Source: an optimization exercise on an open RTL-to-GDS flow (aim: small area, a short achievable clock period and few clock cycles per item). Production flows keep margins and buffers that such runs may drop. No functional check of the RTL was part of any run shown here.

===== design/flow/design.v =====
module Milestone1 (
		input logic Clock,
		input logic Resetn,
		input logic Start,
		output logic Stop,
		output logic   [17:0]   SRAM_address,
		output logic   [15:0]   SRAM_write_data,
		output logic            SRAM_we_n,
		input  logic   [15:0]   SRAM_read_data
);
logic        running;       
logic        vrow;          
logic [4:0]  ph;            
logic [6:0]  c;             
logic [14:0] w;             
logic [2:0]  rdp;           
logic [17:0] rgb;           
logic        lastrow;       
logic        we;            
assign SRAM_we_n = ~we;
logic        a_rd, a_wr, a_isy, a_isv, a_yb;    
logic [1:0]  a_k;
logic        k_odd, k_eveny, k_sh, k_ldu, k_ldv;
logic [5:0]  k_src;         
logic [2:0]  k_wsel;        
logic        fle76, fe77, fe78, fe79;    
wire c79     = fe79;
wire wrap    = ((ph == 5'd9) & ~c79) | (ph == 5'd16);
wire last_wr = running & lastrow & c79 & (ph == 5'd10);
wire [4:0] phN  = wrap ? 5'd0 : ph + 5'd1;
wire [6:0] cN   = wrap ? (c79 ? 7'd0 : c + 7'd1) : c;
wire       vrN  = (wrap & c79) ? 1'b0 : vrow;
wire nle76 = wrap ? ((c <= 7'd75) | c79) : fle76;
wire ne77  = wrap ? (c == 7'd76) : fe77;
wire ne78  = wrap ? fe77 : fe78;
wire ne79  = wrap ? fe78 : fe79;
logic        d_rd, d_wr, d_isy, d_isv, d_yb, d_odd, d_sh, d_ldu, d_ldv, d_ldo;
logic [1:0]  d_k;
logic [5:0]  d_src;
logic [2:0]  d_wsel;
always_comb begin
	logic real_r, le76, le77, le78, e77, e78, e79, upre, vpre, dupn;
	real_r = ~vrN;
	le76 = nle76; le77 = nle76 | ne77; le78 = le77 | ne78;
	e77 = ne77; e78 = ne78; e79 = ne79;
	upre = (real_r & le77) | (e78 & ~lastrow);
	vpre = (real_r & le76) | (e77 & ~lastrow);
	dupn = ~le77;
	d_rd = 1'b0; d_wr = 1'b0; d_isy = 1'b0; d_isv = 1'b0; d_yb = 1'b0; d_k = 2'd0;
	d_odd = 1'b0; d_sh = 1'b0; d_ldu = 1'b0; d_ldv = 1'b0; d_ldo = 1'b0; d_src = 6'd0; d_wsel = 3'd0;
	case (phN)
		5'd0: begin d_rd = upre; d_k = 2'd2; end
		5'd1: begin d_rd = real_r; d_isy = 1'b1; d_yb = 1'b1; end
		5'd2, 5'd3, 5'd4, 5'd7, 5'd8, 5'd9: d_wr = real_r;
		5'd5: begin d_rd = vpre; d_isv = 1'b1; d_k = 2'd3; end
		5'd6: begin
			if (e79) begin d_rd = ~lastrow; d_isv = 1'b1; d_k = 2'd2; end
			else begin d_rd = real_r & le78; d_isy = 1'b1; d_k = 2'd1; end
		end
		5'd10: begin d_rd = ~lastrow; d_k = 2'd2; end
		5'd11: begin d_rd = ~lastrow; d_isv = 1'b1; d_k = 2'd3; end
		5'd13: begin d_rd = ~lastrow; d_isy = 1'b1; d_k = 2'd1; end
		default: ;
	endcase
	d_odd = (phN == 5'd1) | (phN == 5'd6);
	d_ldo = (phN == 5'd1) | (phN == 5'd2) | (phN == 5'd6) | (phN == 5'd7);
	d_wsel[0] = (phN == 5'd2) | (phN == 5'd7);
	d_wsel[1] = (phN == 5'd3) | (phN == 5'd8);
	d_wsel[2] = (phN == 5'd4) | (phN == 5'd9);
	if (e79 & (phN >= 5'd5)) begin
		d_sh = 1'b1;
		case (phN)
			5'd5, 5'd13: d_src = 6'b000001;
			5'd11, 5'd15: d_src = 6'b000010;
			5'd6: d_src = 6'b000100;
			5'd12, 5'd16: d_src = 6'b001000;
			5'd14: d_src = 6'b010000;
			default: d_src = 6'b100000;
		endcase
	end else begin
		case (phN)
			5'd3: begin d_sh = 1'b1; d_src = dupn ? 6'b100000 : 6'b000001; end
			5'd4: begin d_sh = 1'b1; d_src = dupn ? 6'b100000 : 6'b010000; end
			5'd8: begin d_sh = 1'b1; d_src = dupn ? 6'b100000 : 6'b000010; end
			5'd9: begin d_sh = 1'b1; d_src = dupn ? 6'b100000 : 6'b001000; end
			default: ;
		endcase
	end
	d_ldu = ((phN == 5'd4) & upre) | (e79 & (phN == 5'd14));
	d_ldv = ((phN == 5'd9) & vpre) | (e79 & ((phN == 5'd12) | (phN == 5'd15)));
end
wire [17:0] a_x = a_isy ? {{2{vrow}}, w, 1'b0} : {{3{vrow}}, w};
logic [17:0] a_c;
always_comb begin
	case ({a_isy, a_isv, a_k[0]})
		3'b100: a_c = 18'd1;            
		3'b101: a_c = 18'd2;            
		3'b010: a_c = 18'd57602;
		3'b011: a_c = 18'd57603;
		default: a_c = 18'd38402;
	endcase
end
wire [17:0] a_ad = a_x + a_c;
wire go = running & ~last_wr;
always_ff @(posedge Clock or negedge Resetn) begin
	if (~Resetn) begin
		running <= 1'b0; vrow <= 1'b1; ph <= 5'd4; c <= 7'd77; w <= 15'h7ffd;
		fle76 <= 1'b0; fe77 <= 1'b1; fe78 <= 1'b0; fe79 <= 1'b0;
		rdp <= 3'd0; rgb <= 18'd146944; lastrow <= 1'b0;
		SRAM_address <= 18'd0; we <= 1'b0; Stop <= 1'b0;
		a_rd <= 1'b0; a_wr <= 1'b0; a_isy <= 1'b0; a_isv <= 1'b0; a_yb <= 1'b0; a_k <= 2'd0;
		k_odd <= 1'b0; k_eveny <= 1'b1; k_sh <= 1'b0; k_ldu <= 1'b0; k_ldv <= 1'b0;
		k_src <= 6'd0; k_wsel <= 3'd0;
	end else begin
		if (Start) running <= 1'b1;
		lastrow <= ~vrow & (w >= 15'd19120);
		Stop <= running & lastrow & c79 & (ph == 5'd9);
		if (running) begin
			ph <= phN; c <= cN; vrow <= vrN;
			fle76 <= nle76; fe77 <= ne77; fe78 <= ne78; fe79 <= ne79;
			if (wrap) w <= w + 15'd1;
		end
		if (last_wr) begin
			running <= 1'b0; vrow <= 1'b1; ph <= 5'd4; c <= 7'd77; w <= 15'h7ffd;
			fle76 <= 1'b0; fe77 <= 1'b1; fe78 <= 1'b0; fe79 <= 1'b0;
		end
		a_rd <= go & d_rd; a_wr <= go & d_wr; a_isy <= d_isy; a_isv <= d_isv; a_yb <= d_yb; a_k <= d_k;
		k_odd <= d_odd; k_eveny <= ~d_odd; k_sh <= go & d_sh; k_ldu <= go & d_ldu; k_ldv <= go & d_ldv;
		k_src <= d_src; k_wsel <= d_wsel;
		rdp <= {rdp[1:0], a_rd};
		we <= a_wr;
		SRAM_address <= a_rd ? a_ad : rgb;
		if (a_wr) rgb <= rgb + 18'd1;
		if (~running) rgb <= 18'd146944;
	end
end
logic [15:0] D;                  
logic [7:0]  pu_hi, pu_lo, pv_hi, pv_lo;
logic [7:0]  ch [0:10];          
logic [9:0]  vhold;              
logic [22:0] yt;                 
logic [8:0]  cu, cv;             
logic [10:0] cu3, cv3;           
logic        nu, nv;
logic [7:0]  b0;
always_ff @(posedge Clock) begin
	if (rdp[2]) D <= SRAM_read_data;
end
logic [7:0] chin;
always_comb begin
	chin = ({8{k_src[0]}} & pv_hi) | ({8{k_src[1]}} & pv_lo) | ({8{k_src[2]}} & pu_hi)
	     | ({8{k_src[3]}} & pu_lo) | ({8{k_src[4]}} & D[15:8]) | ({8{k_src[5]}} & ch[1]);
end
integer i;
always_ff @(posedge Clock) begin
	if (k_sh) begin
		ch[0] <= chin;
		for (i = 1; i <= 10; i = i + 1) ch[i] <= ch[i-1];
	end
	if (k_ldu) begin pu_hi <= D[15:8]; pu_lo <= D[7:0]; end
	if (k_ldv) begin pv_hi <= D[15:8]; pv_lo <= D[7:0]; end
end
logic [8:0] fA, fB, fC;
always_ff @(posedge Clock) begin
	fA <= {1'b0, ch[9]} + {1'b0, chin};
	fB <= {1'b0, ch[7]} + {1'b0, ch[1]};
	fC <= {1'b0, ch[5]} + {1'b0, ch[3]} + 9'd1;
end
wire fl_1 = fA[5] ^ fA[3] ^ fA[1];
wire fl_2 = (fA[5] & fA[3]) | (fA[5] & fA[1]) | (fA[3] & fA[1]);
wire fl_3 = fA[6] ^ fA[4] ^ fA[2];
wire fl_4 = (fA[6] & fA[4]) | (fA[6] & fA[2]) | (fA[4] & fA[2]);
wire fl_5 = ~fB[0] ^ fB[3];
wire fl_6 = ~fB[0] & fB[3];
wire fl_7 = fA[7] ^ fA[5] ^ fA[3];
wire fl_8 = (fA[7] & fA[5]) | (fA[7] & fA[3]) | (fA[5] & fA[3]);
wire fl_9 = ~fB[1] ^ fB[4] ^ fB[5];
wire fl_10 = (~fB[1] & fB[4]) | (~fB[1] & fB[5]) | (fB[4] & fB[5]);
wire fl_11 = fC[0] ^ fC[2];
wire fl_12 = fC[0] & fC[2];
wire fl_13 = fA[8] ^ fA[6] ^ fA[4];
wire fl_14 = (fA[8] & fA[6]) | (fA[8] & fA[4]) | (fA[6] & fA[4]);
wire fl_15 = ~fB[2] ^ fB[5] ^ fB[6];
wire fl_16 = (~fB[2] & fB[5]) | (~fB[2] & fB[6]) | (fB[5] & fB[6]);
wire fl_17 = fC[1] ^ fC[3] ^ ~fC[8];
wire fl_18 = (fC[1] & fC[3]) | (fC[1] & ~fC[8]) | (fC[3] & ~fC[8]);
wire fl_19 = fA[7] ^ fA[5] ^ ~fB[3];
wire fl_20 = (fA[7] & fA[5]) | (fA[7] & ~fB[3]) | (fA[5] & ~fB[3]);
wire fl_21 = fB[6] ^ fB[7] ^ fC[2];
wire fl_22 = (fB[6] & fB[7]) | (fB[6] & fC[2]) | (fB[7] & fC[2]);
wire fl_23 = fC[4] ^ 1'b1;
wire fl_24 = fC[4] & 1'b1;
wire fl_25 = fA[8] ^ fA[6] ^ ~fB[4];
wire fl_26 = (fA[8] & fA[6]) | (fA[8] & ~fB[4]) | (fA[6] & ~fB[4]);
wire fl_27 = fB[7] ^ fB[8] ^ fC[3];
wire fl_28 = (fB[7] & fB[8]) | (fB[7] & fC[3]) | (fB[8] & fC[3]);
wire fl_29 = fC[5] ^ 1'b1;
wire fl_30 = fC[5] & 1'b1;
wire fl_31 = fA[7] ^ ~fB[5] ^ fB[8];
wire fl_32 = (fA[7] & ~fB[5]) | (fA[7] & fB[8]) | (~fB[5] & fB[8]);
wire fl_33 = fC[4] ^ fC[6];
wire fl_34 = fC[4] & fC[6];
wire fl_35 = fA[8] ^ ~fB[6];
wire fl_36 = fA[8] & ~fB[6];
wire fl_37 = fA[3] ^ fA[1];
wire fl_38 = fA[3] & fA[1];
wire fl_39 = fA[4] ^ fA[2] ^ fA[0];
wire fl_40 = (fA[4] & fA[2]) | (fA[4] & fA[0]) | (fA[2] & fA[0]);
wire fl_41 = fB[1] ^ fB[2];
wire fl_42 = fB[1] & fB[2];
wire fl_43 = fl_1 ^ fB[2] ^ fB[3];
wire fl_44 = (fl_1 & fB[2]) | (fl_1 & fB[3]) | (fB[2] & fB[3]);
wire fl_45 = fC[0] ^ ~fC[5] ^ 1'b1;
wire fl_46 = (fC[0] & ~fC[5]) | (fC[0] & 1'b1) | (~fC[5] & 1'b1);
wire fl_47 = fl_2 ^ fl_3 ^ fl_5;
wire fl_48 = (fl_2 & fl_3) | (fl_2 & fl_5) | (fl_3 & fl_5);
wire fl_49 = fB[4] ^ fC[1] ^ ~fC[6];
wire fl_50 = (fB[4] & fC[1]) | (fB[4] & ~fC[6]) | (fC[1] & ~fC[6]);
wire fl_51 = fl_4 ^ fl_6 ^ fl_7;
wire fl_52 = (fl_4 & fl_6) | (fl_4 & fl_7) | (fl_6 & fl_7);
wire fl_53 = fl_9 ^ fl_11 ^ ~fC[7];
wire fl_54 = (fl_9 & fl_11) | (fl_9 & ~fC[7]) | (fl_11 & ~fC[7]);
wire fl_55 = fl_8 ^ fl_10 ^ fl_12;
wire fl_56 = (fl_8 & fl_10) | (fl_8 & fl_12) | (fl_10 & fl_12);
wire fl_57 = fl_13 ^ fl_15 ^ fl_17;
wire fl_58 = (fl_13 & fl_15) | (fl_13 & fl_17) | (fl_15 & fl_17);
wire fl_59 = fl_14 ^ fl_16 ^ fl_18;
wire fl_60 = (fl_14 & fl_16) | (fl_14 & fl_18) | (fl_16 & fl_18);
wire fl_61 = fl_19 ^ fl_21 ^ fl_23;
wire fl_62 = (fl_19 & fl_21) | (fl_19 & fl_23) | (fl_21 & fl_23);
wire fl_63 = fl_20 ^ fl_22 ^ fl_24;
wire fl_64 = (fl_20 & fl_22) | (fl_20 & fl_24) | (fl_22 & fl_24);
wire fl_65 = fl_25 ^ fl_27 ^ fl_29;
wire fl_66 = (fl_25 & fl_27) | (fl_25 & fl_29) | (fl_27 & fl_29);
wire fl_67 = fl_26 ^ fl_28 ^ fl_30;
wire fl_68 = (fl_26 & fl_28) | (fl_26 & fl_30) | (fl_28 & fl_30);
wire fl_69 = fl_31 ^ fl_33 ^ 1'b1;
wire fl_70 = (fl_31 & fl_33) | (fl_31 & 1'b1) | (fl_33 & 1'b1);
wire fl_71 = fl_32 ^ fl_34 ^ fl_35;
wire fl_72 = (fl_32 & fl_34) | (fl_32 & fl_35) | (fl_34 & fl_35);
wire fl_73 = fC[5] ^ fC[7] ^ 1'b1;
wire fl_74 = (fC[5] & fC[7]) | (fC[5] & 1'b1) | (fC[7] & 1'b1);
wire fl_75 = fl_36 ^ ~fB[7] ^ fC[6];
wire fl_76 = (fl_36 & ~fB[7]) | (fl_36 & fC[6]) | (~fB[7] & fC[6]);
wire fl_77 = fC[8] ^ 1'b1;
wire fl_78 = fC[8] & 1'b1;
wire fl_79 = ~fB[8] ^ fC[7];
wire fl_80 = ~fB[8] & fC[7];
wire fl_81 = fA[2] ^ fA[0];
wire fl_82 = fA[2] & fA[0];
wire fl_83 = fl_37 ^ fB[0] ^ fB[1];
wire fl_84 = (fl_37 & fB[0]) | (fl_37 & fB[1]) | (fB[0] & fB[1]);
wire fl_85 = fl_38 ^ fl_39 ^ fl_41;
wire fl_86 = (fl_38 & fl_39) | (fl_38 & fl_41) | (fl_39 & fl_41);
wire fl_87 = fl_40 ^ fl_42 ^ fl_43;
wire fl_88 = (fl_40 & fl_42) | (fl_40 & fl_43) | (fl_42 & fl_43);
wire fl_89 = fl_44 ^ fl_46 ^ fl_47;
wire fl_90 = (fl_44 & fl_46) | (fl_44 & fl_47) | (fl_46 & fl_47);
wire fl_91 = fl_48 ^ fl_50 ^ fl_51;
wire fl_92 = (fl_48 & fl_50) | (fl_48 & fl_51) | (fl_50 & fl_51);
wire fl_93 = fl_52 ^ fl_54 ^ fl_55;
wire fl_94 = (fl_52 & fl_54) | (fl_52 & fl_55) | (fl_54 & fl_55);
wire fl_95 = fl_56 ^ fl_58 ^ fl_59;
wire fl_96 = (fl_56 & fl_58) | (fl_56 & fl_59) | (fl_58 & fl_59);
wire fl_97 = fl_60 ^ fl_62 ^ fl_63;
wire fl_98 = (fl_60 & fl_62) | (fl_60 & fl_63) | (fl_62 & fl_63);
wire fl_99 = fl_64 ^ fl_66 ^ fl_67;
wire fl_100 = (fl_64 & fl_66) | (fl_64 & fl_67) | (fl_66 & fl_67);
wire fl_101 = fl_68 ^ fl_70 ^ fl_71;
wire fl_102 = (fl_68 & fl_70) | (fl_68 & fl_71) | (fl_70 & fl_71);
wire fl_103 = fl_72 ^ fl_74 ^ fl_75;
wire fl_104 = (fl_72 & fl_74) | (fl_72 & fl_75) | (fl_74 & fl_75);
wire fl_105 = fl_76 ^ fl_78 ^ fl_79;
wire fl_106 = (fl_76 & fl_78) | (fl_76 & fl_79) | (fl_78 & fl_79);
wire fl_107 = fA[1] ^ ~fC[1];
wire fl_108 = fA[1] & ~fC[1];
wire fl_109 = fl_81 ^ fB[0] ^ ~fC[2];
wire fl_110 = (fl_81 & fB[0]) | (fl_81 & ~fC[2]) | (fB[0] & ~fC[2]);
wire fl_111 = fl_82 ^ fl_83 ^ ~fC[3];
wire fl_112 = (fl_82 & fl_83) | (fl_82 & ~fC[3]) | (fl_83 & ~fC[3]);
wire fl_113 = fl_84 ^ fl_85 ^ ~fC[4];
wire fl_114 = (fl_84 & fl_85) | (fl_84 & ~fC[4]) | (fl_85 & ~fC[4]);
wire fl_115 = fl_86 ^ fl_87 ^ fl_45;
wire fl_116 = (fl_86 & fl_87) | (fl_86 & fl_45) | (fl_87 & fl_45);
wire fl_117 = fl_88 ^ fl_89 ^ fl_49;
wire fl_118 = (fl_88 & fl_89) | (fl_88 & fl_49) | (fl_89 & fl_49);
wire fl_119 = fl_90 ^ fl_91 ^ fl_53;
wire fl_120 = (fl_90 & fl_91) | (fl_90 & fl_53) | (fl_91 & fl_53);
wire fl_121 = fl_92 ^ fl_93 ^ fl_57;
wire fl_122 = (fl_92 & fl_93) | (fl_92 & fl_57) | (fl_93 & fl_57);
wire fl_123 = fl_94 ^ fl_95 ^ fl_61;
wire fl_124 = (fl_94 & fl_95) | (fl_94 & fl_61) | (fl_95 & fl_61);
wire fl_125 = fl_96 ^ fl_97 ^ fl_65;
wire fl_126 = (fl_96 & fl_97) | (fl_96 & fl_65) | (fl_97 & fl_65);
wire fl_127 = fl_98 ^ fl_99 ^ fl_69;
wire fl_128 = (fl_98 & fl_99) | (fl_98 & fl_69) | (fl_99 & fl_69);
wire fl_129 = fl_100 ^ fl_101 ^ fl_73;
wire fl_130 = (fl_100 & fl_101) | (fl_100 & fl_73) | (fl_101 & fl_73);
wire fl_131 = fl_102 ^ fl_103 ^ fl_77;
wire fl_132 = (fl_102 & fl_103) | (fl_102 & fl_77) | (fl_103 & fl_77);
wire fl_133 = fl_104 ^ fl_105 ^ 1'b1;
wire fl_134 = (fl_104 & fl_105) | (fl_104 & 1'b1) | (fl_105 & 1'b1);
wire fl_135 = fl_106 ^ fl_80 ^ fC[8];
wire fl_136 = (fl_106 & fl_80) | (fl_106 & fC[8]) | (fl_80 & fC[8]);
wire [18:0] fl_a = {1'b1, 1'b1, fl_136, fl_134, fl_132, fl_130, fl_128, fl_126, fl_124, fl_122, fl_120, fl_118, fl_116, fl_114, fl_112, fl_110, fl_108, fl_107, fA[0]};
wire [18:0] fl_b = {1'b0, 1'b0, 1'b1, fl_135, fl_133, fl_131, fl_129, fl_127, fl_125, fl_123, fl_121, fl_119, fl_117, fl_115, fl_113, fl_111, fl_109, 1'b1, ~fC[0]};
logic [18:0] fa, fb;             
always_ff @(posedge Clock) begin
	fa <= fl_a; fb <= fl_b;
end
wire [18:0] fs = fa + fb;
wire [9:0]  fr = {fs[18], fs[16:8]};    
wire [10:0] f3 = {2'd0, fr[8:0]} + {1'b0, fr[8:0], 1'b0};
wire [7:0]  eu = ch[6], ev = ch[7];
wire [8:0]  vsel = k_odd ? vhold[8:0] : {1'b0, ev};
wire [10:0] vs3 = {2'd0, vsel} + {1'b0, vsel, 1'b0};
wire [10:0] eu3 = {3'd0, eu} + {2'd0, eu, 1'b0};
wire [7:0] Yv = k_eveny ? D[15:8] : D[7:0];
wire ym_1 = Yv[5] ^ Yv[3];
wire ym_2 = Yv[5] & Yv[3];
wire ym_3 = Yv[6] ^ Yv[4] ^ Yv[2];
wire ym_4 = (Yv[6] & Yv[4]) | (Yv[6] & Yv[2]) | (Yv[4] & Yv[2]);
wire ym_5 = Yv[7] ^ Yv[5] ^ Yv[3];
wire ym_6 = (Yv[7] & Yv[5]) | (Yv[7] & Yv[3]) | (Yv[5] & Yv[3]);
wire ym_7 = Yv[6] ^ Yv[4] ^ Yv[1];
wire ym_8 = (Yv[6] & Yv[4]) | (Yv[6] & Yv[1]) | (Yv[4] & Yv[1]);
wire ym_9 = Yv[7] ^ Yv[5];
wire ym_10 = Yv[7] & Yv[5];
wire ym_11 = Yv[6] ^ Yv[3];
wire ym_12 = Yv[6] & Yv[3];
wire ym_13 = ~Yv[7] ^ Yv[0];
wire ym_14 = ~Yv[7] & Yv[0];
wire ym_15 = Yv[3] ^ Yv[1];
wire ym_16 = Yv[3] & Yv[1];
wire ym_17 = Yv[4] ^ Yv[2] ^ Yv[0];
wire ym_18 = (Yv[4] & Yv[2]) | (Yv[4] & Yv[0]) | (Yv[2] & Yv[0]);
wire ym_19 = ym_1 ^ Yv[1] ^ 1'b1;
wire ym_20 = (ym_1 & Yv[1]) | (ym_1 & 1'b1) | (Yv[1] & 1'b1);
wire ym_21 = ym_2 ^ ym_3 ^ 1'b1;
wire ym_22 = (ym_2 & ym_3) | (ym_2 & 1'b1) | (ym_3 & 1'b1);
wire ym_23 = ym_4 ^ ym_5 ^ Yv[0];
wire ym_24 = (ym_4 & ym_5) | (ym_4 & Yv[0]) | (ym_5 & Yv[0]);
wire ym_25 = ym_6 ^ ym_7 ^ 1'b1;
wire ym_26 = (ym_6 & ym_7) | (ym_6 & 1'b1) | (ym_7 & 1'b1);
wire ym_27 = ym_8 ^ ym_9 ^ Yv[2];
wire ym_28 = (ym_8 & ym_9) | (ym_8 & Yv[2]) | (ym_9 & Yv[2]);
wire ym_29 = ym_10 ^ ym_11 ^ 1'b1;
wire ym_30 = (ym_10 & ym_11) | (ym_10 & 1'b1) | (ym_11 & 1'b1);
wire ym_31 = ym_12 ^ Yv[7] ^ Yv[4];
wire ym_32 = (ym_12 & Yv[7]) | (ym_12 & Yv[4]) | (Yv[7] & Yv[4]);
wire [22:0] ym_a = {1'b0, Yv[7], Yv[6], ym_32, ym_30, ym_28, ym_26, ym_24, ym_22, ym_20, ym_18, ym_16, ym_15, Yv[2], ym_14, ym_13, ~Yv[6], ~Yv[5], ~Yv[4], ~Yv[3], ~Yv[2], ~Yv[1], ~Yv[0]};
wire [22:0] ym_b = {1'b0, 1'b0, 1'b0, Yv[5], ym_31, ym_29, ym_27, ym_25, ym_23, ym_21, ym_19, ym_17, 1'b1, Yv[0], Yv[1], 1'b1, 1'b0, 1'b1, 1'b1, 1'b0, 1'b0, 1'b0, 1'b1};
wire [22:0] ytn = ym_a + ym_b;
always_ff @(posedge Clock) begin
	vhold <= fr;
	yt <= ytn;
	if (k_odd) begin
		cu <= fr[8:0]; cu3 <= f3; nu <= fr[9];
		cv <= vhold[8:0]; cv3 <= vs3; nv <= vhold[9];
	end else begin
		cu <= {1'b0, eu}; cu3 <= eu3; nu <= 1'b0;
		cv <= {1'b0, ev}; cv3 <= vs3; nv <= 1'b0;
	end
end
wire clr_1 = yt[5] ^ cv3[7];
wire clr_2 = yt[5] & cv3[7];
wire clr_3 = yt[6] ^ cv3[8] ^ cv[1];
wire clr_4 = (yt[6] & cv3[8]) | (yt[6] & cv[1]) | (cv3[8] & cv[1]);
wire clr_5 = yt[7] ^ cv3[9] ^ cv[2];
wire clr_6 = (yt[7] & cv3[9]) | (yt[7] & cv[2]) | (cv3[9] & cv[2]);
wire clr_7 = yt[8] ^ cv3[10] ^ cv[3];
wire clr_8 = (yt[8] & cv3[10]) | (yt[8] & cv[3]) | (cv3[10] & cv[3]);
wire clr_9 = yt[9] ^ cv3[0] ^ cv[4];
wire clr_10 = (yt[9] & cv3[0]) | (yt[9] & cv[4]) | (cv3[0] & cv[4]);
wire clr_11 = yt[10] ^ cv3[1] ^ cv[5];
wire clr_12 = (yt[10] & cv3[1]) | (yt[10] & cv[5]) | (cv3[1] & cv[5]);
wire clr_13 = yt[11] ^ cv3[2];
wire clr_14 = yt[11] & cv3[2];
wire clr_15 = yt[12] ^ cv3[3] ^ cv[7];
wire clr_16 = (yt[12] & cv3[3]) | (yt[12] & cv[7]) | (cv3[3] & cv[7]);
wire clr_17 = yt[13] ^ cv3[0] ^ cv3[4];
wire clr_18 = (yt[13] & cv3[0]) | (yt[13] & cv3[4]) | (cv3[0] & cv3[4]);
wire clr_19 = yt[14] ^ cv3[1];
wire clr_20 = yt[14] & cv3[1];
wire clr_21 = yt[15] ^ cv3[2] ^ cv3[6];
wire clr_22 = (yt[15] & cv3[2]) | (yt[15] & cv3[6]) | (cv3[2] & cv3[6]);
wire clr_23 = yt[16] ^ cv3[3] ^ cv3[7];
wire clr_24 = (yt[16] & cv3[3]) | (yt[16] & cv3[7]) | (cv3[3] & cv3[7]);
wire clr_25 = yt[17] ^ cv3[4];
wire clr_26 = yt[17] & cv3[4];
wire clr_27 = yt[18] ^ cv3[5] ^ cv3[9];
wire clr_28 = (yt[18] & cv3[5]) | (yt[18] & cv3[9]) | (cv3[5] & cv3[9]);
wire clr_29 = yt[19] ^ cv3[6];
wire clr_30 = yt[19] & cv3[6];
wire clr_31 = yt[2] ^ cv3[4];
wire clr_32 = yt[2] & cv3[4];
wire clr_33 = yt[3] ^ cv3[5] ^ cv[1];
wire clr_34 = (yt[3] & cv3[5]) | (yt[3] & cv[1]) | (cv3[5] & cv[1]);
wire clr_35 = yt[4] ^ cv3[6] ^ cv[2];
wire clr_36 = (yt[4] & cv3[6]) | (yt[4] & cv[2]) | (cv3[6] & cv[2]);
wire clr_37 = clr_1 ^ cv[0] ^ cv[3];
wire clr_38 = (clr_1 & cv[0]) | (clr_1 & cv[3]) | (cv[0] & cv[3]);
wire clr_39 = clr_2 ^ clr_3 ^ cv[4];
wire clr_40 = (clr_2 & clr_3) | (clr_2 & cv[4]) | (clr_3 & cv[4]);
wire clr_41 = clr_4 ^ clr_5 ^ cv[5];
wire clr_42 = (clr_4 & clr_5) | (clr_4 & cv[5]) | (clr_5 & cv[5]);
wire clr_43 = clr_6 ^ clr_7 ^ cv[6];
wire clr_44 = (clr_6 & clr_7) | (clr_6 & cv[6]) | (clr_7 & cv[6]);
wire clr_45 = clr_8 ^ clr_9 ^ cv[7];
wire clr_46 = (clr_8 & clr_9) | (clr_8 & cv[7]) | (clr_9 & cv[7]);
wire clr_47 = clr_10 ^ clr_11 ^ cv[8];
wire clr_48 = (clr_10 & clr_11) | (clr_10 & cv[8]) | (clr_11 & cv[8]);
wire clr_49 = clr_12 ^ clr_13 ^ cv[6];
wire clr_50 = (clr_12 & clr_13) | (clr_12 & cv[6]) | (clr_13 & cv[6]);
wire clr_51 = clr_14 ^ clr_15 ^ 1'b1;
wire clr_52 = (clr_14 & clr_15) | (clr_14 & 1'b1) | (clr_15 & 1'b1);
wire clr_53 = clr_16 ^ clr_17 ^ cv[8];
wire clr_54 = (clr_16 & clr_17) | (clr_16 & cv[8]) | (clr_17 & cv[8]);
wire clr_55 = clr_18 ^ clr_19 ^ cv3[5];
wire clr_56 = (clr_18 & clr_19) | (clr_18 & cv3[5]) | (clr_19 & cv3[5]);
wire clr_57 = clr_20 ^ clr_21 ^ 1'b1;
wire clr_58 = (clr_20 & clr_21) | (clr_20 & 1'b1) | (clr_21 & 1'b1);
wire clr_59 = clr_22 ^ clr_23 ^ 1'b1;
wire clr_60 = (clr_22 & clr_23) | (clr_22 & 1'b1) | (clr_23 & 1'b1);
wire clr_61 = clr_24 ^ clr_25 ^ cv3[8];
wire clr_62 = (clr_24 & clr_25) | (clr_24 & cv3[8]) | (clr_25 & cv3[8]);
wire clr_63 = clr_26 ^ clr_27 ^ 1'b1;
wire clr_64 = (clr_26 & clr_27) | (clr_26 & 1'b1) | (clr_27 & 1'b1);
wire clr_65 = clr_28 ^ clr_29 ^ cv3[10];
wire clr_66 = (clr_28 & clr_29) | (clr_28 & cv3[10]) | (clr_29 & cv3[10]);
wire clr_67 = clr_30 ^ yt[20] ^ cv3[7];
wire clr_68 = (clr_30 & yt[20]) | (clr_30 & cv3[7]) | (yt[20] & cv3[7]);
wire clr_69 = yt[21] ^ cv3[8];
wire clr_70 = yt[21] & cv3[8];
wire clr_71 = yt[22] ^ cv3[9] ^ 1'b1;
wire clr_72 = (yt[22] & cv3[9]) | (yt[22] & 1'b1) | (cv3[9] & 1'b1);
wire clr_73 = cv3[10] ^ 1'b1;
wire clr_74 = cv3[10] & 1'b1;
wire [27:0] clr_a = {1'b1, clr_74, clr_72, clr_70, clr_68, clr_66, clr_64, clr_62, clr_60, clr_58, clr_56, clr_54, clr_52, clr_50, clr_48, clr_46, clr_44, clr_42, clr_40, clr_38, clr_36, clr_34, clr_32, clr_31, yt[1], yt[0], cv3[1], cv3[0]};
wire [27:0] clr_b = {1'b0, 1'b1, clr_73, clr_71, clr_69, clr_67, clr_65, clr_63, clr_61, clr_59, clr_57, clr_55, clr_53, clr_51, clr_49, clr_47, clr_45, clr_43, clr_41, clr_39, clr_37, clr_35, clr_33, cv[0], cv3[3], cv3[2], 1'b0, 1'b0};
wire [27:0] Rs = clr_a + clr_b;
wire clg_1 = yt[3] ^ ~cu3[2];
wire clg_2 = yt[3] & ~cu3[2];
wire clg_3 = yt[4] ^ ~cu3[3];
wire clg_4 = yt[4] & ~cu3[3];
wire clg_5 = yt[5] ^ ~cu3[4];
wire clg_6 = yt[5] & ~cu3[4];
wire clg_7 = yt[6] ^ ~cu3[5];
wire clg_8 = yt[6] & ~cu3[5];
wire clg_9 = yt[9] ^ ~cu3[8];
wire clg_10 = yt[9] & ~cu3[8];
wire clg_11 = yt[10] ^ ~cu3[9] ^ ~cu[2];
wire clg_12 = (yt[10] & ~cu3[9]) | (yt[10] & ~cu[2]) | (~cu3[9] & ~cu[2]);
wire clg_13 = ~cv[0] ^ ~cv[7];
wire clg_14 = ~cv[0] & ~cv[7];
wire clg_15 = yt[11] ^ ~cu3[0] ^ ~cu3[10];
wire clg_16 = (yt[11] & ~cu3[0]) | (yt[11] & ~cu3[10]) | (~cu3[0] & ~cu3[10]);
wire clg_17 = ~cu[3] ^ ~cv[1] ^ ~cv[8];
wire clg_18 = (~cu[3] & ~cv[1]) | (~cu[3] & ~cv[8]) | (~cv[1] & ~cv[8]);
wire clg_19 = yt[12] ^ ~cu3[1] ^ ~cu[4];
wire clg_20 = (yt[12] & ~cu3[1]) | (yt[12] & ~cu[4]) | (~cu3[1] & ~cu[4]);
wire clg_21 = ~cv3[0] ^ ~cv[2];
wire clg_22 = ~cv3[0] & ~cv[2];
wire clg_23 = yt[13] ^ ~cu3[2] ^ ~cu[5];
wire clg_24 = (yt[13] & ~cu3[2]) | (yt[13] & ~cu[5]) | (~cu3[2] & ~cu[5]);
wire clg_25 = ~cv3[1] ^ ~cv[3] ^ 1'b1;
wire clg_26 = (~cv3[1] & ~cv[3]) | (~cv3[1] & 1'b1) | (~cv[3] & 1'b1);
wire clg_27 = yt[14] ^ ~cu3[3] ^ ~cu[6];
wire clg_28 = (yt[14] & ~cu3[3]) | (yt[14] & ~cu[6]) | (~cu3[3] & ~cu[6]);
wire clg_29 = ~cv3[2] ^ ~cv[4];
wire clg_30 = ~cv3[2] & ~cv[4];
wire clg_31 = yt[15] ^ ~cu3[4] ^ ~cu[7];
wire clg_32 = (yt[15] & ~cu3[4]) | (yt[15] & ~cu[7]) | (~cu3[4] & ~cu[7]);
wire clg_33 = ~cv3[3] ^ ~cv[5];
wire clg_34 = ~cv3[3] & ~cv[5];
wire clg_35 = yt[16] ^ ~cu3[5] ^ ~cu[8];
wire clg_36 = (yt[16] & ~cu3[5]) | (yt[16] & ~cu[8]) | (~cu3[5] & ~cu[8]);
wire clg_37 = ~cv3[4] ^ ~cv[6] ^ 1'b1;
wire clg_38 = (~cv3[4] & ~cv[6]) | (~cv3[4] & 1'b1) | (~cv[6] & 1'b1);
wire clg_39 = yt[17] ^ ~cu3[6] ^ ~cv3[5];
wire clg_40 = (yt[17] & ~cu3[6]) | (yt[17] & ~cv3[5]) | (~cu3[6] & ~cv3[5]);
wire clg_41 = yt[18] ^ ~cu3[7] ^ ~cv3[6];
wire clg_42 = (yt[18] & ~cu3[7]) | (yt[18] & ~cv3[6]) | (~cu3[7] & ~cv3[6]);
wire clg_43 = yt[1] ^ ~cu3[0];
wire clg_44 = yt[1] & ~cu3[0];
wire clg_45 = yt[2] ^ ~cu3[1];
wire clg_46 = yt[2] & ~cu3[1];
wire clg_47 = clg_1 ^ ~cv[0] ^ ~cv[5];
wire clg_48 = (clg_1 & ~cv[0]) | (clg_1 & ~cv[5]) | (~cv[0] & ~cv[5]);
wire clg_49 = clg_2 ^ clg_3 ^ ~cv[1];
wire clg_50 = (clg_2 & clg_3) | (clg_2 & ~cv[1]) | (clg_3 & ~cv[1]);
wire clg_51 = clg_4 ^ clg_5 ^ ~cv[2];
wire clg_52 = (clg_4 & clg_5) | (clg_4 & ~cv[2]) | (clg_5 & ~cv[2]);
wire clg_53 = clg_6 ^ clg_7 ^ ~cv[3];
wire clg_54 = (clg_6 & clg_7) | (clg_6 & ~cv[3]) | (clg_7 & ~cv[3]);
wire clg_55 = clg_8 ^ yt[7] ^ ~cu3[6];
wire clg_56 = (clg_8 & yt[7]) | (clg_8 & ~cu3[6]) | (yt[7] & ~cu3[6]);
wire clg_57 = yt[8] ^ ~cu3[7] ^ ~cu[0];
wire clg_58 = (yt[8] & ~cu3[7]) | (yt[8] & ~cu[0]) | (~cu3[7] & ~cu[0]);
wire clg_59 = clg_9 ^ ~cu[1] ^ ~cv[6];
wire clg_60 = (clg_9 & ~cu[1]) | (clg_9 & ~cv[6]) | (~cu[1] & ~cv[6]);
wire clg_61 = clg_10 ^ clg_11 ^ clg_13;
wire clg_62 = (clg_10 & clg_11) | (clg_10 & clg_13) | (clg_11 & clg_13);
wire clg_63 = clg_12 ^ clg_14 ^ clg_15;
wire clg_64 = (clg_12 & clg_14) | (clg_12 & clg_15) | (clg_14 & clg_15);
wire clg_65 = clg_16 ^ clg_18 ^ clg_19;
wire clg_66 = (clg_16 & clg_18) | (clg_16 & clg_19) | (clg_18 & clg_19);
wire clg_67 = clg_20 ^ clg_22 ^ clg_23;
wire clg_68 = (clg_20 & clg_22) | (clg_20 & clg_23) | (clg_22 & clg_23);
wire clg_69 = clg_24 ^ clg_26 ^ clg_27;
wire clg_70 = (clg_24 & clg_26) | (clg_24 & clg_27) | (clg_26 & clg_27);
wire clg_71 = clg_28 ^ clg_30 ^ clg_31;
wire clg_72 = (clg_28 & clg_30) | (clg_28 & clg_31) | (clg_30 & clg_31);
wire clg_73 = clg_32 ^ clg_34 ^ clg_35;
wire clg_74 = (clg_32 & clg_34) | (clg_32 & clg_35) | (clg_34 & clg_35);
wire clg_75 = clg_36 ^ clg_38 ^ clg_39;
wire clg_76 = (clg_36 & clg_38) | (clg_36 & clg_39) | (clg_38 & clg_39);
wire clg_77 = clg_40 ^ clg_41 ^ ~cv[8];
wire clg_78 = (clg_40 & clg_41) | (clg_40 & ~cv[8]) | (clg_41 & ~cv[8]);
wire clg_79 = clg_42 ^ yt[19] ^ ~cu3[8];
wire clg_80 = (clg_42 & yt[19]) | (clg_42 & ~cu3[8]) | (yt[19] & ~cu3[8]);
wire clg_81 = yt[20] ^ ~cu3[9] ^ ~cv3[8];
wire clg_82 = (yt[20] & ~cu3[9]) | (yt[20] & ~cv3[8]) | (~cu3[9] & ~cv3[8]);
wire clg_83 = yt[21] ^ ~cu3[10];
wire clg_84 = yt[21] & ~cu3[10];
wire clg_85 = yt[22] ^ ~cv3[10];
wire clg_86 = yt[22] & ~cv3[10];
wire clg_87 = clg_43 ^ ~cv[3];
wire clg_88 = clg_43 & ~cv[3];
wire clg_89 = clg_44 ^ clg_45 ^ ~cv[4];
wire clg_90 = (clg_44 & clg_45) | (clg_44 & ~cv[4]) | (clg_45 & ~cv[4]);
wire clg_91 = clg_46 ^ clg_47 ^ 1'b1;
wire clg_92 = (clg_46 & clg_47) | (clg_46 & 1'b1) | (clg_47 & 1'b1);
wire clg_93 = clg_48 ^ clg_49 ^ ~cv[6];
wire clg_94 = (clg_48 & clg_49) | (clg_48 & ~cv[6]) | (clg_49 & ~cv[6]);
wire clg_95 = clg_50 ^ clg_51 ^ ~cv[7];
wire clg_96 = (clg_50 & clg_51) | (clg_50 & ~cv[7]) | (clg_51 & ~cv[7]);
wire clg_97 = clg_52 ^ clg_53 ^ ~cv[8];
wire clg_98 = (clg_52 & clg_53) | (clg_52 & ~cv[8]) | (clg_53 & ~cv[8]);
wire clg_99 = clg_54 ^ clg_55 ^ ~cv[4];
wire clg_100 = (clg_54 & clg_55) | (clg_54 & ~cv[4]) | (clg_55 & ~cv[4]);
wire clg_101 = clg_56 ^ clg_57 ^ ~cv[5];
wire clg_102 = (clg_56 & clg_57) | (clg_56 & ~cv[5]) | (clg_57 & ~cv[5]);
wire clg_103 = clg_58 ^ clg_59 ^ 1'b1;
wire clg_104 = (clg_58 & clg_59) | (clg_58 & 1'b1) | (clg_59 & 1'b1);
wire clg_105 = clg_60 ^ clg_61 ^ 1'b1;
wire clg_106 = (clg_60 & clg_61) | (clg_60 & 1'b1) | (clg_61 & 1'b1);
wire clg_107 = clg_62 ^ clg_63 ^ clg_17;
wire clg_108 = (clg_62 & clg_63) | (clg_62 & clg_17) | (clg_63 & clg_17);
wire clg_109 = clg_64 ^ clg_65 ^ clg_21;
wire clg_110 = (clg_64 & clg_65) | (clg_64 & clg_21) | (clg_65 & clg_21);
wire clg_111 = clg_66 ^ clg_67 ^ clg_25;
wire clg_112 = (clg_66 & clg_67) | (clg_66 & clg_25) | (clg_67 & clg_25);
wire clg_113 = clg_68 ^ clg_69 ^ clg_29;
wire clg_114 = (clg_68 & clg_69) | (clg_68 & clg_29) | (clg_69 & clg_29);
wire clg_115 = clg_70 ^ clg_71 ^ clg_33;
wire clg_116 = (clg_70 & clg_71) | (clg_70 & clg_33) | (clg_71 & clg_33);
wire clg_117 = clg_72 ^ clg_73 ^ clg_37;
wire clg_118 = (clg_72 & clg_73) | (clg_72 & clg_37) | (clg_73 & clg_37);
wire clg_119 = clg_74 ^ clg_75 ^ ~cv[7];
wire clg_120 = (clg_74 & clg_75) | (clg_74 & ~cv[7]) | (clg_75 & ~cv[7]);
wire clg_121 = clg_76 ^ clg_77 ^ 1'b1;
wire clg_122 = (clg_76 & clg_77) | (clg_76 & 1'b1) | (clg_77 & 1'b1);
wire clg_123 = clg_78 ^ clg_79 ^ ~cv3[7];
wire clg_124 = (clg_78 & clg_79) | (clg_78 & ~cv3[7]) | (clg_79 & ~cv3[7]);
wire clg_125 = clg_80 ^ clg_81 ^ 1'b1;
wire clg_126 = (clg_80 & clg_81) | (clg_80 & 1'b1) | (clg_81 & 1'b1);
wire clg_127 = clg_82 ^ clg_83 ^ ~cv3[9];
wire clg_128 = (clg_82 & clg_83) | (clg_82 & ~cv3[9]) | (clg_83 & ~cv3[9]);
wire clg_129 = clg_84 ^ clg_85 ^ 1'b1;
wire clg_130 = (clg_84 & clg_85) | (clg_84 & 1'b1) | (clg_85 & 1'b1);
wire [27:0] clg_a = {1'b1, 1'b1, clg_130, clg_128, clg_126, clg_124, clg_122, clg_120, clg_118, clg_116, clg_114, clg_112, clg_110, clg_108, clg_106, clg_104, clg_102, clg_100, clg_98, clg_96, clg_94, clg_92, clg_90, clg_88, clg_87, yt[0], ~cv[1], ~cv[0]};
wire [27:0] clg_b = {1'b0, 1'b0, clg_86, clg_129, clg_127, clg_125, clg_123, clg_121, clg_119, clg_117, clg_115, clg_113, clg_111, clg_109, clg_107, clg_105, clg_103, clg_101, clg_99, clg_97, clg_95, clg_93, clg_91, clg_89, 1'b1, ~cv[2], 1'b0, 1'b1};
wire [27:0] Gs = clg_a + clg_b;
wire clb_1 = yt[8] ^ cu[0] ^ cu[3];
wire clb_2 = (yt[8] & cu[0]) | (yt[8] & cu[3]) | (cu[0] & cu[3]);
wire clb_3 = yt[9] ^ cu[1] ^ cu[4];
wire clb_4 = (yt[9] & cu[1]) | (yt[9] & cu[4]) | (cu[1] & cu[4]);
wire clb_5 = yt[10] ^ cu[2] ^ cu[5];
wire clb_6 = (yt[10] & cu[2]) | (yt[10] & cu[5]) | (cu[2] & cu[5]);
wire clb_7 = yt[11] ^ cu[3] ^ cu[6];
wire clb_8 = (yt[11] & cu[3]) | (yt[11] & cu[6]) | (cu[3] & cu[6]);
wire clb_9 = yt[5] ^ cu[0];
wire clb_10 = yt[5] & cu[0];
wire clb_11 = yt[6] ^ cu[1] ^ cu3[5];
wire clb_12 = (yt[6] & cu[1]) | (yt[6] & cu3[5]) | (cu[1] & cu3[5]);
wire clb_13 = yt[7] ^ cu[2] ^ cu3[6];
wire clb_14 = (yt[7] & cu[2]) | (yt[7] & cu3[6]) | (cu[2] & cu3[6]);
wire clb_15 = clb_1 ^ cu3[7] ^ cu3[10];
wire clb_16 = (clb_1 & cu3[7]) | (clb_1 & cu3[10]) | (cu3[7] & cu3[10]);
wire clb_17 = clb_2 ^ clb_3 ^ cu3[8];
wire clb_18 = (clb_2 & clb_3) | (clb_2 & cu3[8]) | (clb_3 & cu3[8]);
wire clb_19 = clb_4 ^ clb_5 ^ cu3[9];
wire clb_20 = (clb_4 & clb_5) | (clb_4 & cu3[9]) | (clb_5 & cu3[9]);
wire clb_21 = clb_6 ^ clb_7 ^ cu3[10];
wire clb_22 = (clb_6 & clb_7) | (clb_6 & cu3[10]) | (clb_7 & cu3[10]);
wire clb_23 = clb_8 ^ yt[12] ^ cu[4];
wire clb_24 = (clb_8 & yt[12]) | (clb_8 & cu[4]) | (yt[12] & cu[4]);
wire clb_25 = yt[13] ^ cu[5];
wire clb_26 = yt[13] & cu[5];
wire clb_27 = yt[1] ^ cu3[0];
wire clb_28 = yt[1] & cu3[0];
wire clb_29 = yt[2] ^ cu3[1] ^ cu3[4];
wire clb_30 = (yt[2] & cu3[1]) | (yt[2] & cu3[4]) | (cu3[1] & cu3[4]);
wire clb_31 = yt[3] ^ cu3[2] ^ cu3[5];
wire clb_32 = (yt[3] & cu3[2]) | (yt[3] & cu3[5]) | (cu3[2] & cu3[5]);
wire clb_33 = yt[4] ^ cu3[3] ^ cu3[6];
wire clb_34 = (yt[4] & cu3[3]) | (yt[4] & cu3[6]) | (cu3[3] & cu3[6]);
wire clb_35 = clb_9 ^ cu3[4] ^ cu3[7];
wire clb_36 = (clb_9 & cu3[4]) | (clb_9 & cu3[7]) | (cu3[4] & cu3[7]);
wire clb_37 = clb_10 ^ clb_11 ^ cu3[8];
wire clb_38 = (clb_10 & clb_11) | (clb_10 & cu3[8]) | (clb_11 & cu3[8]);
wire clb_39 = clb_12 ^ clb_13 ^ cu3[9];
wire clb_40 = (clb_12 & clb_13) | (clb_12 & cu3[9]) | (clb_13 & cu3[9]);
wire clb_41 = clb_14 ^ clb_15 ^ 1'b1;
wire clb_42 = (clb_14 & clb_15) | (clb_14 & 1'b1) | (clb_15 & 1'b1);
wire clb_43 = clb_16 ^ clb_17 ^ 1'b1;
wire clb_44 = (clb_16 & clb_17) | (clb_16 & 1'b1) | (clb_17 & 1'b1);
wire clb_45 = clb_18 ^ clb_19 ^ 1'b1;
wire clb_46 = (clb_18 & clb_19) | (clb_18 & 1'b1) | (clb_19 & 1'b1);
wire clb_47 = clb_20 ^ clb_21 ^ 1'b1;
wire clb_48 = (clb_20 & clb_21) | (clb_20 & 1'b1) | (clb_21 & 1'b1);
wire clb_49 = clb_22 ^ clb_23 ^ cu[7];
wire clb_50 = (clb_22 & clb_23) | (clb_22 & cu[7]) | (clb_23 & cu[7]);
wire clb_51 = clb_24 ^ clb_25 ^ cu[8];
wire clb_52 = (clb_24 & clb_25) | (clb_24 & cu[8]) | (clb_25 & cu[8]);
wire clb_53 = clb_26 ^ yt[14] ^ cu[6];
wire clb_54 = (clb_26 & yt[14]) | (clb_26 & cu[6]) | (yt[14] & cu[6]);
wire clb_55 = yt[15] ^ cu[0] ^ cu[7];
wire clb_56 = (yt[15] & cu[0]) | (yt[15] & cu[7]) | (cu[0] & cu[7]);
wire clb_57 = yt[16] ^ cu[1] ^ cu[8];
wire clb_58 = (yt[16] & cu[1]) | (yt[16] & cu[8]) | (cu[1] & cu[8]);
wire clb_59 = yt[17] ^ cu[2];
wire clb_60 = yt[17] & cu[2];
wire clb_61 = yt[18] ^ cu[3];
wire clb_62 = yt[18] & cu[3];
wire clb_63 = yt[19] ^ cu[4] ^ 1'b1;
wire clb_64 = (yt[19] & cu[4]) | (yt[19] & 1'b1) | (cu[4] & 1'b1);
wire clb_65 = yt[20] ^ cu[5] ^ 1'b1;
wire clb_66 = (yt[20] & cu[5]) | (yt[20] & 1'b1) | (cu[5] & 1'b1);
wire clb_67 = yt[21] ^ cu[6] ^ 1'b1;
wire clb_68 = (yt[21] & cu[6]) | (yt[21] & 1'b1) | (cu[6] & 1'b1);
wire clb_69 = yt[22] ^ cu[7];
wire clb_70 = yt[22] & cu[7];
wire clb_71 = cu[8] ^ 1'b1;
wire clb_72 = cu[8] & 1'b1;
wire [27:0] clb_a = {1'b1, clb_72, clb_70, clb_68, clb_66, clb_64, clb_62, clb_60, clb_58, clb_56, clb_54, clb_52, clb_50, clb_48, clb_46, clb_44, clb_42, clb_40, clb_38, clb_36, clb_34, clb_32, clb_30, clb_28, clb_27, yt[0], cu3[1], cu3[0]};
wire [27:0] clb_b = {1'b0, 1'b1, clb_71, clb_69, clb_67, clb_65, clb_63, clb_61, clb_59, clb_57, clb_55, clb_53, clb_51, clb_49, clb_47, clb_45, clb_43, clb_41, clb_39, clb_37, clb_35, clb_33, clb_31, clb_29, cu3[3], cu3[2], 1'b0, 1'b0};
wire [27:0] Bs = clb_a + clb_b;
logic [29:0] o;                  
wire [9:0] Rq = {Rs[27] | nv, |Rs[26:24], Rs[23:16]};
wire [9:0] Gq = {Gs[27] | nu | nv, |Gs[26:24], Gs[23:16]};
wire [9:0] Bq = {Bs[27] | nu, |Bs[26:24], Bs[23:16]};
function automatic [7:0] clip(input logic [9:0] q);
	clip = q[9] ? 8'd0 : q[8] ? 8'd255 : q[7:0];
endfunction
wire [7:0] oR = clip(o[29:20]), oG = clip(o[19:10]), oB = clip(o[9:0]);
logic [15:0] gb;
always_ff @(posedge Clock) begin
	o <= {Rq, Gq, Bq};
	b0 <= oB;
	gb <= {oG, oB};
	SRAM_write_data <= ({16{k_wsel[0]}} & {oR, oG}) | ({16{k_wsel[1]}} & {b0, oR})
	                 | ({16{k_wsel[2]}} & gb);
end
endmodule

===== design/flow/flow/run.sh =====
#!/bin/bash
set -euo pipefail
export SETUP_SLACK_MARGIN=9.3
export TNS_END_PERCENT=10
export BUFFER_PORTS_ARGS="-buffer_cell sky130_fd_sc_hd__buf_4"
bash standard.sh > standard.log 2>&1

===== design/flow/standard.sh =====
#!/bin/bash
# synth_recipe.tcl (not shown) runs the flow's synth.tcl, then flattens the netlist and writes it again
# the make line also repeats each setting of config.mk as NAME=value (left out here)
make -C /OpenROAD-flow-scripts/flow DESIGN_CONFIG=/design/flow/config.mk WORK_HOME=/design/flow/orfs CLKGATE_MAP_FILE= SYNTH_SCRIPT=/design/flow/synth_recipe.tcl "${@:-finish}"

===== design/flow/config.mk =====
export PLATFORM = sky130hd
export DESIGN_NAME = Milestone1
export DESIGN_NICKNAME = Milestone1
export VERILOG_FILES = /design/flow/design.v
export SDC_FILE = /design/flow/constraint.sdc
export NUM_CORES = 4
export LEC_CHECK = 0
export CAP_MARGIN = 20
export CORE_MARGIN = 2
export CORE_UTILIZATION = 30
export CTS_CLUSTER_DIAMETER = 120
export CTS_CLUSTER_SIZE = 20
export PLACE_DENSITY = 0.5
export SLEW_MARGIN = 20

===== design/flow/constraint.sdc =====
create_clock -name core_clock -period 13.0 [get_ports {Clock}]
set_input_delay 2.6000 -clock core_clock [delete_from_list [all_inputs] [get_ports {Clock}]]
set_output_delay 2.6000 -clock core_clock [all_outputs]
set_load 0.01 [all_outputs]

==> flow_summary_export.csv, run 1 <==
group,metric,value,unit
worst_setup_path,path_class,"reg -> reg",
grt,antenna_found_initial,0,
clock_network,cts-buffers-inserted,25,
min_path,min_path_type,"reg -> reg",
floorplanning,die_h,286.4,um
finish,areaGrowthSynthToFinish,11.46,%
worst_setup_path,cp-end-kind,"flip-flop",
worst_setup_path,cp_max_fo,3,
sta,worstMarginPinSlew,1.056,ns
min_path,hold_path_depth,0,
worst_setup_path,cp.required,13.51,ns
routing,wl,55600,um
synth,synth_top_cell_by_area,"dfxtp_1",
finish,diodes,0,
synth,ys_ff_latch,416,
synth,ys.flop_type,"dfxtp_1",
sta,fin_worst_skew,0.01758,ns
sta,fmax,252.3,MHz
grt,top_usage_layer,"met2",
floorplanning,io-pin-count,55,
synth,synth_area_leaders,"dfxtp_1 16%, edfxtp_1 16%, fa_1 13%, ha_1 13%, dfrtp_1 6.9%",
placement,io_buffers,54,
grt,gr-total-overflow,0,
sta,finalHoldViolations,0,
sta,setup_viol,0,
clock_network,ctsHtreeMaxLevel,1,
routing,vias,15284,
sta,post-route-min-period,3.963,ns
routing,drtAntennaViolNets,0,
status,status,"complete, no violations",
grt,grt_pass1_wl,88920,um
synth,syn_area_per_cell,10.92,um^2
placement,hpwl,43780,um
synth,yosysWarningCount,2,
routing,dr.pass1.iters,6,
sta,drv_slew,0,
grt,grt_use_met3,0.01463,
grt,met1_usage,0.1756,
finish,drive_above_1_share,0.1110,
clock_network,clk_latency,0.59,ns
clock_network,clk_path_buf_depth,3,
routing,wl_per_cell,16.79,um
routing,drt-initial-drc-count,787,
job,drv_cap,0,
worst_setup_path,critical-path-max-stage-delay,0.55,ns
clock_network,path_clk_slew,0.09,ns
synth,syn_nets,2608,
synth,mappedNetlistArea,23930,um^2
clock_network,cts-root-buf,"clkbuf_16",
synth,syn_inst,2191,
floorplanning,start_util,0.3029,
clock_network,cts_tree,"built",
clock_network,clock-sinks,416,
synth,ys_types,79,
finish,layout.cells.non_filler,3312,
worst_setup_path,critPathLaunchType,"flip-flop",
floorplanning,die_w,286.4,um
synth,synthArstFlopShare,0.2260,
worst_setup_path,r2r_cells,15,
grt,grt_max_degree,81,
synth,synth_seq_area_share,0.4227,
floorplanning,placementRows,103,
finish,nFillCells,7932,
routing,viasPerCell,4.615,
worst_setup_path,crit_slowest_cell,"fa_1",
grt,met2_usage,0.2434,
grt,grt_usage,0.1369,
grt,grt_pass1_vias,16161,
worst_setup_path,crit_chain,"inv_2 -> fa_1 -> inv_2 -> fa_1 -> inv_1 -> fa_1 -> inv_2 -> ha_4 -> or3_4 -> o41ai_4 -> a21oi_2 -> a221o_1 -> a41o_1 -> a31o_1 -> a31oi_1",
sta,rsz0062_at_grt,"true",
routing,drc,0,
clock_network,postCtsHoldBufs,0,
sta,slew_headroom,0.2958,
floorplanning,fp.coreArea,79000,um^2
sta,setup_tns,0,ns
synth,synth.top_cell.area_share,0.1623,
finish,nets,2665,
synth,synth_edf_count,128,
sta,min_period_over_period,0.3049,
placement,place_inst,3249,
floorplanning,dieArea,82040,um^2
placement,gp_congestion,0.9056,
worst_setup_path,arrival,4.47,ns
[Yosys cell counts (8+ instances only)]
cell and instances:
nor2_1 140, mux2_2 31, o21a_1 15, dfrtp_1 66
o21ai_0 66, a22oi_1 26, a21oi_1 108, nand2_1 87
xor2_1 36, a31oi_1 16, fa_1 155, and2_1 14
mux2i_1 21, edfxtp_1 128, buf_2 8, o211ai_1 9
xnor2_1 79, nor3_1 31, o21bai_1 21, clkbuf_1 38
inv_1 354, dfxtp_1 194, dfstp_2 28, nand2b_1 15
nand3_1 50, ha_1 243, or3_1 12, nand4_1 14
a21o_1 32, nor2b_1 20, a211oi_1 8, and3_1 17
a222oi_1 16
[final cells by class]
class | instances | area [um^2] | area share
Sequential cell | 416 | 10150 | 0.3805
Tap cell | 1050 | 1314 | 0.04926
Timing Repair Buffer | 81 | 615.6 | 0.02308
Inverter | 355 | 1335 | 0.05006
Multi-Input combinational cell | 1369 | 12530 | 0.4700
Clock buffer | 38 | 674.4 | 0.02529
Clock inverter | 3 | 48.80 | 0.001830
[placed cells by master (no fill, tap or decap), drive strengths merged, types with 70 or more instances in the layout]
cell type / n
dfxtp: 194
ha: 243
edfxtp: 128
a21oi: 109
xnor2: 79
o21ai: 70
buf: 81
nand2: 87
fa: 155
nor2: 140
inv: 357
[sequential cells by signal (all words and copies together), names as in the netlist, 10 cells and up]
| signal | count |
|---|---|
| ch | 80 |
| o | 30 |
| yt | 23 |
| SRAM_address | 18 |
| rgb | 18 |
| fa | 17 |
| D | 16 |
| SRAM_write_data | 16 |
| gb | 16 |
| fb | 15 |
| w | 15 |
| cv3 | 11 |
| cu3 | 10 |
| vhold | 10 |
[cells by family (layout without fill, tap and decap cells)]
group,Yosys count,after routing,share of synthesized area
simple gates,430,430,0.08659
flops,416,416,0.4227
buf+inv,406,477,0.06442
fa+ha+maj,398,398,0.2567
compound gates,373,373,0.1031
xor+xnor,116,116,0.04308
mux,52,52,0.02337
[per-stage QoR]
stage / area [um^2] / setup slack [ns] / util / hold WS [ns]
final: 26670 / 9.037 / 0.3376 / 0.3524
after global routing: 26670 / 8.829 / 0.3376 / 0.3580
after CTS: 26490 / 9.003 / 0.3353 / 0.3575
after detailed placement: 25500 / 8.680 / 0.3228 / 0.3381
after global placement: 25500 / 8.654 / 0.3228 / 0.3372
after floorplan: 23950 / 9.288 / - / 0.3312
[layer usage]
| layer | wire, um | share of wire |
|---|---|---|
| met4 | 1592 | 0.029 |
| met2 | 27330 | 0.49 |
| met3 | 1645 | 0.030 |
| met5 | 0 | 0 |
| met1 | 25030 | 0.45 |
[critical path, delay by kind of cell (launching register included)]
family | cells | cell delay [ns]
adders and majority gates | 4 | 1.65
DFF | 1 | 0.38
AOI/OAI and AO/OA | 6 | 1.31
buffers and inverters | 4 | 0.19
and+or+nand+nor | 1 | 0.35
[worst paths after layout]
path	from	to	slack, ns
max	yt[11]	o[19]	9.04
min	rdp[0]	rdp[1]	0.35
max reg2reg	yt[11]	o[19]	9.04
min reg2reg	rdp[0]	rdp[1]	0.35
max in group asynchronous	Resetn	k_sh	9.82
min in group asynchronous	Resetn	rgb[16]	1.95
[what timing repair did]
item                                    in CTS  in global routing
gates resized for setup                     41                 31
buffers inserted                            15                  7
pin swaps                                    8                 17
endpoints found under the setup margin      46                 53
==> inputs of run 2 (changes only) <==
--- a/design/flow/design.v
+++ b/design/flow/design.v
@@ -106,14 +106,10 @@
 	if (~Resetn) begin
 		running <= 1'b0; vrow <= 1'b1; ph <= 5'd4; c <= 7'd77; w <= 15'h7ffd;
 		fle76 <= 1'b0; fe77 <= 1'b1; fe78 <= 1'b0; fe79 <= 1'b0;
-		rdp <= 3'd0; rgb <= 18'd146944; lastrow <= 1'b0;
+		rgb <= 18'd146944;
 		SRAM_address <= 18'd0; we <= 1'b0; Stop <= 1'b0;
-		a_rd <= 1'b0; a_wr <= 1'b0; a_isy <= 1'b0; a_isv <= 1'b0; a_yb <= 1'b0; a_k <= 2'd0;
-		k_odd <= 1'b0; k_eveny <= 1'b1; k_sh <= 1'b0; k_ldu <= 1'b0; k_ldv <= 1'b0;
-		k_src <= 6'd0; k_wsel <= 3'd0;
 	end else begin
 		if (Start) running <= 1'b1;
-		lastrow <= ~vrow & (w >= 15'd19120);
 		Stop <= running & lastrow & c79 & (ph == 5'd9);
 		if (running) begin
 			ph <= phN; c <= cN; vrow <= vrN;
@@ -124,16 +120,19 @@
 			running <= 1'b0; vrow <= 1'b1; ph <= 5'd4; c <= 7'd77; w <= 15'h7ffd;
 			fle76 <= 1'b0; fe77 <= 1'b1; fe78 <= 1'b0; fe79 <= 1'b0;
 		end
-		a_rd <= go & d_rd; a_wr <= go & d_wr; a_isy <= d_isy; a_isv <= d_isv; a_yb <= d_yb; a_k <= d_k;
-		k_odd <= d_odd; k_eveny <= ~d_odd; k_sh <= go & d_sh; k_ldu <= go & d_ldu; k_ldv <= go & d_ldv;
-		k_src <= d_src; k_wsel <= d_wsel;
-		rdp <= {rdp[1:0], a_rd};
 		we <= a_wr;
 		SRAM_address <= a_rd ? a_ad : rgb;
 		if (a_wr) rgb <= rgb + 18'd1;
 		if (~running) rgb <= 18'd146944;
 	end
 end
+always_ff @(posedge Clock) begin
+	lastrow <= ~vrow & (w >= 15'd19120);
+	a_rd <= go & d_rd; a_wr <= go & d_wr; a_isy <= d_isy; a_isv <= d_isv; a_yb <= d_yb; a_k <= d_k;
+	k_odd <= d_odd; k_eveny <= ~d_odd; k_sh <= go & d_sh; k_ldu <= go & d_ldu; k_ldv <= go & d_ldv;
+	k_src <= d_src; k_wsel <= d_wsel;
+	rdp <= {rdp[1:0], a_rd};
+end
 logic [15:0] D;                  
 logic [7:0]  pu_hi, pu_lo, pv_hi, pv_lo;
 logic [7:0]  ch [0:10];          
--- a/design/flow/config.mk
+++ b/design/flow/config.mk
@@ -8,7 +8,7 @@
 export CAP_MARGIN = 20
 export CORE_MARGIN = 2
 export CORE_UTILIZATION = 30
-export CTS_CLUSTER_DIAMETER = 120
-export CTS_CLUSTER_SIZE = 20
+export CTS_CLUSTER_DIAMETER = 140
+export CTS_CLUSTER_SIZE = 24
 export PLACE_DENSITY = 0.5
 export SLEW_MARGIN = 20
==> flow_summary_export.csv, run 2 <==
group,metric,value,unit
floorplanning,io-pin-count,55,
worst_setup_path,critical-path-max-stage-delay,0.59,ns
finish,final_cell_mix,"354 x inv_1, 239 x ha_1, 197 x dfxtp_1",
synth,synthArstFlopShare,0.1707,
worst_setup_path,cp-end-kind,"flip-flop",
grt,grt_usage,0.1374,
sta,finalHoldViolations,0,
finish,reg.largest.list,"ch (80), o (30), yt (23)",
placement,io_buffers,54,
synth,syn_area_per_cell,10.83,um^2
floorplanning,start_util,0.3025,
synth,synth_area_leaders,"dfxtp_1 18%, edfxtp_1 16%, fa_1 13%, ha_1 13%, inv_1 5.7%",
finish,final_common_cell,"inv_1",
synth,syn_nets,2616,
synth,yosys-top-cells-count,"360 x inv_1, 243 x ha_1, 217 x dfxtp_1",
grt,grt_pass1_wl,88790,um
clock_network,clk_path_buf_depth,3,
worst_setup_path,worstSetupStartpoint,"cu[0]",
worst_setup_path,crit_chain,"fa_1 -> inv_2 -> fa_1 -> inv_1 -> fa_1 -> inv_2 -> ha_4 -> nand4_1 -> nor2_1 -> o21ai_2 -> a31oi_4 -> nand3_4 -> a21oi_4 -> a211oi_1 -> or4_1",
routing,vias,15168,
clock_network,cts_tree,"built",
finish,post-route-util,0.3357,
finish,regMostFlops,"ch",
finish,largest_reg_flops,80,
synth,synth_edf_count,128,
sta,slew_headroom,0.2894,
placement,place_area,25400,um^2
grt,grt_max_degree,81,
routing,viasPerCell,4.582,
sta,rsz0062_at_grt,"true",
clock_network,path_clk_slew,0.11,ns
finish,areaGrowthSynthToFinish,10.96,%
finish,diodes,0,
grt,grt_pass1_vias,15865,
finish,final_area,26430,um^2
clock_network,cts-buffers-inserted,21,
worst_setup_path,cp_max_fo,5,
sta,setup_viol,0,
floorplanning,placementRows,103,
synth,ys_ff_latch,416,
floorplanning,die_h,285.8,um
routing,wl,55950,um
floorplanning,die_w,285.8,um
clock_network,clock-sinks,416,
sta,worstMarginPinSlew,1.066,ns
worst_setup_path,crit_cells,15,
clock_network,clk_latency,0.57,ns
synth,synth.top_cell.area_share,0.1824,
worst_setup_path,arrival,4.25,ns
worst_setup_path,r2r-start,"cu[0]",
synth,synth_top_cell_by_area,"dfxtp_1",
worst_setup_path,path_delay_family,"adder cells",
worst_setup_path,cp.required,13.43,ns
sta,post-route-min-period,3.815,ns
synth,synth.most_common_cell,"inv_1",
clock_network,ctsHtreeMaxLevel,1,
status,status,"complete, no violations",
worst_setup_path,r2r_cells,15,
synth,synth_seq_area_share,0.4197,
routing,drt-initial-drc-count,979,
sta,drv_slew,0,
floorplanning,dieArea,81680,um^2
worst_setup_path,path_class,"reg -> reg",
synth,mappedNetlistArea,23820,um^2
job,drv_cap,0,
worst_setup_path,cpMostUsedCell,"fa_1",
sta,min_period_over_period,0.2934,
clock_network,cts-root-buf,"clkbuf_16",
worst_setup_path,worst-path-buf-inv,3,
routing,drtAntennaViolNets,0,
min_path,min_from,"rdp[1]",
synth,yosysWarningCount,2,
min_path,hold_path_depth,0,
placement,gp_congestion,0.8606,
grt,antenna_found_initial,0,
worst_setup_path,critPathLaunchType,"flip-flop",
placement,hpwl,44240,um
synth,syn_inst,2199,
min_path,min_path_type,"reg -> reg",
routing,wl_per_cell,16.90,um
sta,fmax,262.2,MHz
routing,dr.pass1.iters,7,
sta,setup_tns,0,ns
finish,nets,2664,
synth,ys_types,80,
worst_setup_path,crit_slowest_cell,"fa_1",
floorplanning,fp.coreArea,78740,um^2
finish,drive_above_1_share,0.1071,
routing,drc,0,
synth,ys.flop_type,"dfxtp_1",
grt,gr-total-overflow,0,
sta,fin_worst_skew,0.02458,ns
==> run 2: final timing paths <==
kind | slack (ns) | endpoint
max in group asynchronous | 10.24 | fle76
worst min-delay path | 0.34 | rdp[2]
min in group asynchronous | 2.16 | rgb[5]
worst min register to register | 0.34 | rdp[2]
worst max register to register | 9.19 | o[19]
worst max-delay path | 9.19 | o[19]
==> run 2: metal layers <==
layer | vias to the layer above | share of wire | GRT usage
li1 | 7440 | - | -
met1 | 7457 | 0.45 | 0.1795
met2 | 218 | 0.50 | 0.2454
met3 | 53 | 0.028 | 0.01037
met4 | 0 | 0.023 | 0.03495
met5 | - | 0 | 0
==> run 2: cell type report <==
cell class | instances | area, um^2
clock buffer | 33 | 570.5
clock inverter | 3 | 28.78
fill | 7886 | 52310
inverter | 362 | 1359
multi-input combinational | 1368 | 12540
sequential | 416 | 10040
tap | 1050 | 1314
timing repair buffer | 78 | 581.8
==> run 2: timing repair <==
| action | CTS | global route |
|---|---|---|
| pin swaps | 13 | 4 |
| gates resized for setup | 41 | 31 |
| hold buffers | 0 | 0 |
| setup endpoints to repair | 45 | 52 |
| setup buffers | 13 | 6 |
==> run 2: cells by family (layout without fill, tap and decap cells) <==
family,Yosys count,in the layout,share of synthesized area
buffers and inverters,415,476,0.06592
AO/OA/AOI/OAI,377,377,0.1061
adder cells (fa/ha/maj),398,398,0.2579
XOR/XNOR,120,120,0.04412
multiplexers,52,52,0.02353
flip-flops,416,416,0.4197
AND/OR/NAND/NOR,421,421,0.08272
==> run 2: through the flow <==
step | cells | hold WS, ns | setup WS, ns
final | 3310 | 0.3379 | 9.185
after CTS | 3304 | 0.3374 | 9.146
after global placement | 3255 | 0.3121 | 8.881
after global routing | 3310 | 0.3426 | 9.026
after floorplan | 2199 | 0.3096 | 9.306
after detailed placement | 3255 | 0.3121 | 8.817

==> port drivers added, routing unchanged <==
The results above use ideal ports. As a check the final layouts listed here were re-extracted and re-timed, cells and wires unchanged.
Step 1 (the two cells are an assumption about what drives the block):
set clk [get_ports {Clock}]
set_driving_cell -lib_cell sky130_fd_sc_hd__clkbuf_16 $clk
set_driving_cell -lib_cell sky130_fd_sc_hd__buf_2 [delete_from_list [all_inputs] $clk]
Step 2 also shifts input and output timing later by t, the mid clock arrival at the registers, as if the neighbouring blocks saw the same clock.
a / b / c = ideal / step 1 / step 2; a / b = the first two.
run	t (ns)	setup slack, ns	worst slew at a driven data input, ns
run 1	0.640	9.037 / 9.037 / 9.037	0.04
run 2	0.617	9.185 / 9.185 / 9.185	0.04
After both steps setup and hold are still met in every run listed.
